Source: an optimization exercise on an open RTL-to-GDS flow (aim: a short achievable clock period and few clock cycles). Production flows keep margins and buffers that such runs may drop. Function not checked in this run: the RTL went through the layout flow alone. Power figures rest on the tool's default switching activity, not on a simulated workload.

$ cat flow/config.mk
export PLATFORM = sky130hd
export DESIGN_NAME = datapath
export DESIGN_NICKNAME = datapath
export VERILOG_FILES = /design/flow/design.v
export SDC_FILE = /design/flow/constraint.sdc
export NUM_CORES = 8
export LEC_CHECK = 0
export CAP_MARGIN = 20
export CORE_MARGIN = 2
export CORE_UTILIZATION = 35
export PLACE_DENSITY = 0.6
export SLEW_MARGIN = 20
$ cat flow/constraint.sdc
create_clock -name core_clock -period 10.0 [get_ports {clk}]
set_input_delay 2.0000 -clock core_clock [delete_from_list [all_inputs] [get_ports {clk}]]
set_output_delay 2.0000 -clock core_clock [all_outputs]
set_load 0.01 [all_outputs]
$ cat flow/design.v
`timescale 1ns / 1ps
module regs (
    input clk,
    input rst,
    input [4:0] AddrA,
    input [4:0] AddrB,
    input [4:0] AddrD,
    input RegWEn,
    input [31:0] DataD,
    output [31:0] DataA,
    output [31:0] DataB
);
  wire [31:0] rv[0:31];
  assign rv[0] = 32'h00000000;
  assign DataA = rv[AddrA];
  assign DataB = rv[AddrB];
  genvar i;
  generate
    for (i = 1; i < 32; i = i + 1) begin : g_reg
      reg [31:0] r;
      assign rv[i] = r;
      always @(posedge clk) begin
        if (rst) begin
          r <= (i == 1) ? 32'h00010ffc : ((i == 2 || i == 8) ? 32'h00010054 : 32'h00000000);
        end else if (RegWEn && AddrD == i) begin
          r <= DataD;
        end
      end
    end
  endgenerate
endmodule
`timescale 1ns / 1ps
module alu (
    input [31:0] a,
    input [31:0] b,
    input [31:0] c,
    input [31:0] link,
    input s_add,
    input s_sub,
    input s_xor,
    input s_or,
    input s_and,
    input s_sll,
    input s_srl,
    input s_sra,
    input s_slt,
    input s_link,
    input un,
    output [31:0] sum,
    output [31:0] res,
    output eq,
    output lt
);
  assign sum = a + b;
  wire [31:0] diff = a - b;
  wire [4:0] sh = b[4:0];
  wire [31:0] sll = a << sh;
  wire [31:0] srl = a >> sh;
  wire [31:0] sra = $signed(a) >>> sh;
  assign eq = (a == c);
  wire lt31 = a[30:0] < c[30:0];
  wire sdiff = a[31] ^ c[31];
  wire lt_u = sdiff ? c[31] : lt31;
  wire lt_s = sdiff ? a[31] : lt31;
  assign lt = un ? lt_u : lt_s;
  assign res = ({32{s_add}} & sum) | ({32{s_sub}} & diff) | ({32{s_xor}} & (a ^ b)) |
               ({32{s_or}} & (a | b)) | ({32{s_and}} & (a & b)) | ({32{s_sll}} & sll) |
               ({32{s_srl}} & srl) | ({32{s_sra}} & sra) | ({32{s_slt}} & {31'b0, lt}) |
               ({32{s_link}} & link);
endmodule
`timescale 1ns / 1ps
module datapath (
    input clk,
    input rst,
    input [31:0] inst,
    input [31:0] l_data,
    output [31:0] addr_inst,
    output reg [31:0] addr_data,
    output reg [31:0] s_data,
    output reg mem_rw,
    output reg [3:0] mem_be
);
  localparam [31:0] START = 32'h00010054;
  wire mis;               
  wire [31:2] redirect;   
  wire stall;             
  wire upd;               
  wire [3:0] upd_idx;
  wire [31:6] upd_tag;
  wire [31:2] upd_tgt;
  wire [1:0] upd_ctr;
  reg upd_q;
  reg [3:0] uidx_q;
  reg [31:6] utag_q;
  reg [31:2] utgt_q;
  reg [1:0] uctr_q;
  always @(posedge clk) begin
    if (rst) upd_q <= 1'b0;
    else upd_q <= upd;
    uidx_q <= upd_idx;
    utag_q <= upd_tag;
    utgt_q <= upd_tgt;
    uctr_q <= upd_ctr;
  end
  reg [31:2] pc_f;
  assign addr_inst = {pc_f, 2'b00};
  wire btb_v[0:15];
  wire [31:6] btb_tag[0:15];
  wire [31:2] btb_tgt[0:15];
  wire [1:0] btb_ctr[0:15];
  genvar gi;
  generate
    for (gi = 0; gi < 16; gi = gi + 1) begin : g_btb
      reg v;
      reg [31:6] tag;
      reg [31:2] tgt;
      reg [1:0] ctr;
      assign btb_v[gi] = v;
      assign btb_tag[gi] = tag;
      assign btb_tgt[gi] = tgt;
      assign btb_ctr[gi] = ctr;
      always @(posedge clk) begin
        if (rst) v <= 1'b0;
        else if (upd_q && uidx_q == gi) v <= 1'b1;
        if (upd_q && uidx_q == gi) begin
          tag <= utag_q;
          tgt <= utgt_q;
          ctr <= uctr_q;
        end
      end
    end
  endgenerate
  wire [3:0] f_idx = pc_f[5:2];
  wire f_hit = btb_v[f_idx] && (btb_tag[f_idx] == pc_f[31:6]);
  wire [1:0] f_ctr = f_hit ? btb_ctr[f_idx] : 2'b00;
  wire f_pt = f_hit & btb_ctr[f_idx][1];
  wire [31:2] f_tgt = btb_tgt[f_idx];
  wire [31:2] pc_f_inc = pc_f + 30'd1;
  reg [31:2] alt_e, alt1_e;
  reg altf_e;
  wire [3:0] a_idx = alt_e[5:2];
  wire a_hit = btb_v[a_idx] && (btb_tag[a_idx] == alt_e[31:6]);
  wire [1:0] a_ctr = a_hit ? btb_ctr[a_idx] : 2'b00;
  wire a_pt = a_hit & btb_ctr[a_idx][1];
  wire [31:2] a_tgt = btb_tgt[a_idx];
  always @(posedge clk) begin
    if (rst) pc_f <= START[31:2];
    else if (mis) pc_f <= altf_e ? (a_pt ? a_tgt : alt1_e) : redirect;
    else if (stall) pc_f <= pc_f;
    else if (f_pt) pc_f <= f_tgt;
    else pc_f <= pc_f_inc;
  end
  reg v_d;
  reg [31:0] inst_d;
  reg [31:2] pc_d;
  reg pt_d, hit_d;
  reg [1:0] ctr_d;
  reg [31:2] ptgt_d;
  always @(posedge clk) begin
    if (rst) v_d <= 1'b0;
    else if (mis) v_d <= altf_e;
    else if (!stall) v_d <= 1'b1;
    if (mis) begin
      inst_d <= l_data;
      pc_d <= alt_e;
      pt_d <= a_pt;
      hit_d <= a_hit;
      ctr_d <= a_ctr;
      ptgt_d <= a_tgt;
    end else if (!stall) begin
      inst_d <= inst;
      pc_d <= pc_f;
      pt_d <= f_pt;
      hit_d <= f_hit;
      ctr_d <= f_ctr;
      ptgt_d <= f_tgt;
    end
  end
  wire [4:0] d_opc = inst_d[6:2];
  wire d_legal = (inst_d[1:0] == 2'b11);
  wire [4:0] d_rd = inst_d[11:7];
  wire [2:0] d_f3 = inst_d[14:12];
  wire [4:0] d_rs1 = inst_d[19:15];
  wire [4:0] d_rs2 = inst_d[24:20];
  wire d_alt = inst_d[30];
  wire d_op = d_legal & (d_opc == 5'b01100);
  wire d_opi = d_legal & (d_opc == 5'b00100);
  wire d_ld = d_legal & (d_opc == 5'b00000);
  wire d_st = d_legal & (d_opc == 5'b01000);
  wire d_br = d_legal & (d_opc == 5'b11000);
  wire d_jal = d_legal & (d_opc == 5'b11011);
  wire d_jalr = d_legal & (d_opc == 5'b11001);
  wire d_lui = d_legal & (d_opc == 5'b01101);
  wire d_auipc = d_legal & (d_opc == 5'b00101);
  wire d_ld_ok = (d_f3 == 3'b000) | (d_f3 == 3'b001) | (d_f3 == 3'b010) |
                 (d_f3 == 3'b100) | (d_f3 == 3'b101);
  wire d_st_ok = (d_f3 == 3'b000) | (d_f3 == 3'b001) | (d_f3 == 3'b010);
  wire d_writes = d_op | d_opi | (d_ld & d_ld_ok) | d_lui | d_auipc | d_jal |
                  (d_jalr & (d_f3 == 3'b000));
  wire d_wen = d_writes & (d_rd != 5'd0);
  wire d_use1 = d_op | d_opi | d_ld | d_st | d_br | d_jalr;
  wire d_use2 = d_op | d_st | d_br;
  wire [31:0] imm_i = {{20{inst_d[31]}}, inst_d[31:20]};
  wire [31:0] imm_s = {{20{inst_d[31]}}, inst_d[31:25], inst_d[11:7]};
  wire [31:0] imm_b = {{19{inst_d[31]}}, inst_d[31], inst_d[7], inst_d[30:25], inst_d[11:8], 1'b0};
  wire [31:0] imm_u = {inst_d[31:12], 12'b0};
  wire [31:0] imm_j = {{11{inst_d[31]}}, inst_d[31], inst_d[19:12], inst_d[20], inst_d[30:21], 1'b0};
  wire m_wen;
  wire [4:0] m_rd_w;
  wire [31:0] m_wdata;
  wire [31:0] rf_a, rf_b;
  regs my_regs (
      .clk(clk),
      .rst(rst),
      .AddrA(d_rs1),
      .AddrB(d_rs2),
      .AddrD(m_rd_w),
      .RegWEn(m_wen),
      .DataD(m_wdata),
      .DataA(rf_a),
      .DataB(rf_b)
  );
  wire [31:0] d_v1 = (m_wen && m_rd_w == d_rs1) ? m_wdata : rf_a;
  wire [31:0] d_v2 = (m_wen && m_rd_w == d_rs2) ? m_wdata : rf_b;
  reg v_e;
  reg e_wen, e_ld;
  reg [4:0] e_rd;
  wire hz1 = v_e & e_wen & (e_rd == d_rs1) & d_use1;
  wire hz2 = v_e & e_wen & (e_rd == d_rs2) & d_use2;
  assign stall = v_d & e_ld & (hz1 | hz2);
  wire [31:2] d_pc1 = pc_d + 30'd1;
  wire [31:0] d_boff = d_jal ? imm_j : imm_b;
  wire [31:2] d_btgt = pc_d + d_boff[31:2];
  wire [31:0] d_jchk = {ptgt_d, 2'b00} - imm_i;
  reg [31:0] a_e, b_e, c_e, link_e;
  reg fa_e, fb_e, fc_e;
  reg s_add_e, s_sub_e, s_xor_e, s_or_e, s_and_e, s_sll_e, s_srl_e, s_sra_e, s_slt_e, s_link_e;
  reg un_e;
  reg e_st, e_br, e_jal_like, e_jalr, e_ctrl, e_misc_mis, pt_e, hit_e;
  reg [1:0] ctr_e;
  reg [2:0] f3_e;
  reg [31:2] pc_e, btgt_e;
  reg e_ldst;
  wire [31:2] d_altpc = pt_d ? d_pc1 : d_btgt;
  wire d_go = v_d & !stall & !mis;
  wire d_slt = (d_op | d_opi) & (d_f3 == 3'b010 || d_f3 == 3'b011);
  always @(posedge clk) begin
    if (rst) begin
      v_e <= 1'b0;
      e_wen <= 1'b0;
      e_ld <= 1'b0;
      e_ldst <= 1'b0;
      altf_e <= 1'b0;
    end else begin
      e_ldst <= d_go & (d_ld | d_st);
      altf_e <= d_go & (d_br | d_jal) & !e_ldst;
      v_e <= d_go;
      e_wen <= d_go & d_wen;
      e_ld <= d_go & d_ld;
    end
    e_rd <= d_rd;
    a_e <= d_lui ? 32'h00000000 : (d_auipc ? {pc_d, 2'b00} : d_v1);
    b_e <= d_op ? d_v2 : (d_st ? imm_s : ((d_lui | d_auipc) ? imm_u : imm_i));
    c_e <= d_jalr ? d_jchk : (d_opi ? imm_i : d_v2);
    link_e <= {d_pc1, 2'b00};
    fa_e <= hz1;
    fb_e <= hz2 & d_op;
    fc_e <= hz2;
    s_add_e <= ((d_op & !d_alt) | d_opi) & (d_f3 == 3'b000) | d_lui | d_auipc;
    s_sub_e <= d_op & d_alt & (d_f3 == 3'b000);
    s_xor_e <= (d_op | d_opi) & (d_f3 == 3'b100);
    s_or_e <= (d_op | d_opi) & (d_f3 == 3'b110);
    s_and_e <= (d_op | d_opi) & (d_f3 == 3'b111);
    s_sll_e <= (d_op | d_opi) & (d_f3 == 3'b001);
    s_srl_e <= (d_op | d_opi) & (d_f3 == 3'b101) & !d_alt;
    s_sra_e <= (d_op | d_opi) & (d_f3 == 3'b101) & d_alt;
    s_slt_e <= d_slt;
    s_link_e <= d_jal | d_jalr;
    un_e <= d_br ? d_f3[1] : d_f3[0];
    e_st <= d_st & d_st_ok;
    e_br <= d_br;
    e_jal_like <= d_jal;
    e_jalr <= d_jalr;
    e_ctrl <= d_br | d_jal | d_jalr;
    e_misc_mis <= (d_jal & !pt_d) | (!(d_br | d_jal | d_jalr) & pt_d);
    pt_e <= pt_d;
    hit_e <= hit_d;
    ctr_e <= ctr_d;
    f3_e <= d_f3;
    pc_e <= pc_d;
    alt_e <= d_altpc;
    alt1_e <= d_altpc + 30'd1;
    btgt_e <= d_btgt;
  end
  reg [31:0] res_m;
  wire [31:0] ea = fa_e ? res_m : a_e;
  wire [31:0] eb = fb_e ? res_m : b_e;
  wire [31:0] ec = fc_e ? res_m : c_e;
  wire [31:0] e_sum, e_res;
  wire e_eq, e_lt;
  alu my_alu (
      .a(ea),
      .b(eb),
      .c(ec),
      .link(link_e),
      .s_add(s_add_e),
      .s_sub(s_sub_e),
      .s_xor(s_xor_e),
      .s_or(s_or_e),
      .s_and(s_and_e),
      .s_sll(s_sll_e),
      .s_srl(s_srl_e),
      .s_sra(s_sra_e),
      .s_slt(s_slt_e),
      .s_link(s_link_e),
      .un(un_e),
      .sum(e_sum),
      .res(e_res),
      .eq(e_eq),
      .lt(e_lt)
  );
  wire br_taken = f3_e[2] ? (e_lt ^ f3_e[0]) : (e_eq ^ f3_e[0]);
  wire act_taken = e_br ? br_taken : (e_jal_like | e_jalr);
  assign mis = v_e & ((e_br & (br_taken ^ pt_e)) | (e_jalr & !(pt_e & e_eq)) | e_misc_mis);
  assign redirect = e_jalr ? e_sum[31:2] : alt_e;
  assign upd = v_e & e_ctrl & (act_taken | hit_e);
  assign upd_idx = pc_e[5:2];
  assign upd_tag = pc_e[31:6];
  assign upd_tgt = e_jalr ? e_sum[31:2] : btgt_e;
  assign upd_ctr = act_taken ? (hit_e ? ((ctr_e == 2'b11) ? 2'b11 : ctr_e + 2'b01) : 2'b10) :
                               ((ctr_e == 2'b00) ? 2'b00 : ctr_e - 2'b01);
  reg wen_m, ld_m;
  reg [4:0] rd_m;
  reg [2:0] f3_m;
  always @(posedge clk) begin
    if (rst) begin
      wen_m <= 1'b0;
      ld_m <= 1'b0;
      mem_rw <= 1'b0;
    end else begin
      wen_m <= e_wen;
      ld_m <= e_ld;
      mem_rw <= v_e & e_st;
    end
    rd_m <= e_rd;
    f3_m <= f3_e;
    res_m <= e_res;
    addr_data <= e_ldst ? e_sum : {d_altpc, 2'b00};
    s_data <= (f3_e[1:0] == 2'b00) ? {4{ec[7:0]}} : ((f3_e[1:0] == 2'b01) ? {2{ec[15:0]}} : ec);
    mem_be <= (f3_e[1:0] == 2'b00) ? (4'b0001 << e_sum[1:0]) :
              ((f3_e[1:0] == 2'b01) ? (e_sum[1] ? 4'b1100 : 4'b0011) : 4'b1111);
  end
  wire [31:0] l_sh = l_data >> {addr_data[1:0], 3'b000};
  reg [31:0] l_al;
  always @(*) begin
    case (f3_m)
      3'b000: l_al = {{24{l_sh[7]}}, l_sh[7:0]};
      3'b001: l_al = {{16{l_sh[15]}}, l_sh[15:0]};
      3'b100: l_al = {24'b0, l_sh[7:0]};
      3'b101: l_al = {16'b0, l_sh[15:0]};
      default: l_al = l_data;
    endcase
  end
  assign m_wen = wen_m;
  assign m_rd_w = rd_m;
  assign m_wdata = ld_m ? l_al : res_m;
endmodule
$ cat flow/flow/run.sh
#!/bin/bash
set -euo pipefail
MARGIN=${MARGIN:-7}
if [[ -f flow/margin.txt ]]; then MARGIN=$(cat flow/margin.txt); fi
bash standard.sh SETUP_SLACK_MARGIN=$MARGIN finish > standard.log 2>&1
$ cat flow/flow/margin.txt
7
$ cat flow/standard.sh
#!/bin/bash
# synth_recipe.tcl (not shown) runs the flow's synth.tcl, then flattens the netlist and writes it again
# the make line also repeats each setting of config.mk as NAME=value (left out here)
make -C /OpenROAD-flow-scripts/flow DESIGN_CONFIG=/design/flow/config.mk WORK_HOME=/design/flow/orfs CLKGATE_MAP_FILE= SYNTH_SCRIPT=/design/flow/synth_recipe.tcl "${@:-finish}"
==> notes.md <==
-- through the flow --
stage,worst slack (ns),hold WS (ns),utilization [%]
3_3_place_gp,4.229,0.3116,37.54
4_1_cts,5.662,0.3197,46.02
3_5_place_dp,4.191,0.3121,37.56
2_1_floorplan,5.819,0.3096,-
-- power groups by stage --
stage / sequential (W) / combinational (W) / clock, W
2_1_floorplan: 0.0112 / 0.00235 / 0
3_3_place_gp: 0.0114 / 0.00433 / 0
3_5_place_dp: 0.0114 / 0.00432 / 0
4_1_cts: 0.0112 / 0.00553 / 0.0109
-- timing repair --
action | in CTS
endpoints found under the setup margin | 1795
buffers inserted | 816
resized for setup | 2700
hold buffers | 0
cloned | 151
pin swaps | 598
-- per-layer routing --
| metal | global-route usage (%) | GRT overflow |
|---|---|---|
| met4 | 38.47 | 0 |
| met5 | 15.44 | 0 |
| met2 | 56.20 | 0 |
| met1 | 49.77 | 0 |
| met3 | 32.55 | 1 |
-- logic make-up after synthesis --
logic type               Yosys count  synth area share [%]
flip-flops                      2518                 49.49
multiplexers                     411                 3.576
other                              1              0.003060
AND/OR/NAND/NOR                 4169                 14.74
AO/OA/AOI/OAI                   4268                 24.38
buffers and inverters           1375                 4.356
XOR/XNOR                         196                 1.401
adder cells (fa/ha/maj)          199                 2.050
-- how the worst max path moves through the flow --
stage                from         to  slack, ns  cells past startpoint
2_1_floorplan        fa_e   ctr_d[0]       5.82                     17
3_5_place_dp         fa_e  ptgt_d[9]       4.19                     15
4_1_cts          alt_e[2]   pc_f[19]       5.66                     15
3_3_place_gp   l_data[31]    c_e[31]       4.23                     11
==> Implementation_results.wiki <==
{| class="wikitable"
! Metric !! Value
|-
| Outcome || aborted with a tool error
|-
| Last stage the flow got to || 5_1_grt
|-
| Error text reported by the tool || [ERROR GRT-0232] Routing congestion too high. Check the congestion heatmap in the GUI.
|-
| Number of warning messages in the yosys log || 2
|-
| Pin count of the biggest net entering global routing || 109
|-
| Mapped Cells || 13,137
|-
| Post-DP HPWL || 426,400 µm
|-
| Flip-flop and latch count after synthesis || 2,518
|-
| Commonest register cell after synthesis || sky130_fd_sc_hd__dfxtp_1
|-
| Area post-placement || 0.1311 mm²
|-
| Synthesized area per cell || 9.329 µm²
|-
| Cell type with the largest total area after synthesis || sky130_fd_sc_hd__edfxtp_1
|-
| Clock root cell || sky130_fd_sc_hd__clkbuf_16
|-
| Part of the Yosys area used for sequential elements || 49.49%
|-
| Tot GR Track Use || 45.41%
|-
| Effective utilization at floorplan || between 30% and 40%
|-
| Post-synthesis async set-or-reset flop share || 0%
|-
| Number of enable-type register cells in the synthesized netlist || 1,023
|-
| Number of distinct library cells after synthesis || a little over 100
|-
| List of most frequent post-synthesis cells || 2,221 x sky130_fd_sc_hd__nand2_1, 1,495 x sky130_fd_sc_hd__dfxtp_1, 1,275 x sky130_fd_sc_hd__a21oi_1, 1,023 x sky130_fd_sc_hd__edfxtp_1, 937 x sky130_fd_sc_hd__clkbuf_1
|-
| Most used standard cell by instance count after synthesis || sky130_fd_sc_hd__nand2_1
|-
| Global placer's final weighted congestion || 1.037
|-
| TritonCTS Sinks || 2,518
|-
| Number of I/O pins || 167
|-
| # port buffers || 164
|-
| Number of buffers between clock root and the deepest sink || 4
|-
| Area fraction of the dominant cell type after synthesis || 25.07%
|-
| Placed cell count || 17,132
|-
| Number of standard-cell rows in the floorplan || 217
|-
| Vert. Die Dim || roughly 600 µm
|-
| Ranking of synthesized cells by area || sky130_fd_sc_hd__edfxtp_1 25%, sky130_fd_sc_hd__dfxtp_1 24%, sky130_fd_sc_hd__nand2_1 6.8%, sky130_fd_sc_hd__a21oi_1 5.2%, sky130_fd_sc_hd__a221oi_1 3.7%
|-
| Total congestion overflow || 1
|-
| Count of H-tree levels built during CTS || 5
|-
| Die X-Extent || 595.7 µm
|-
| TritonCTS Buffers || 284
|-
| Netlist Area Pre-Place || 0.1226 mm²
|}
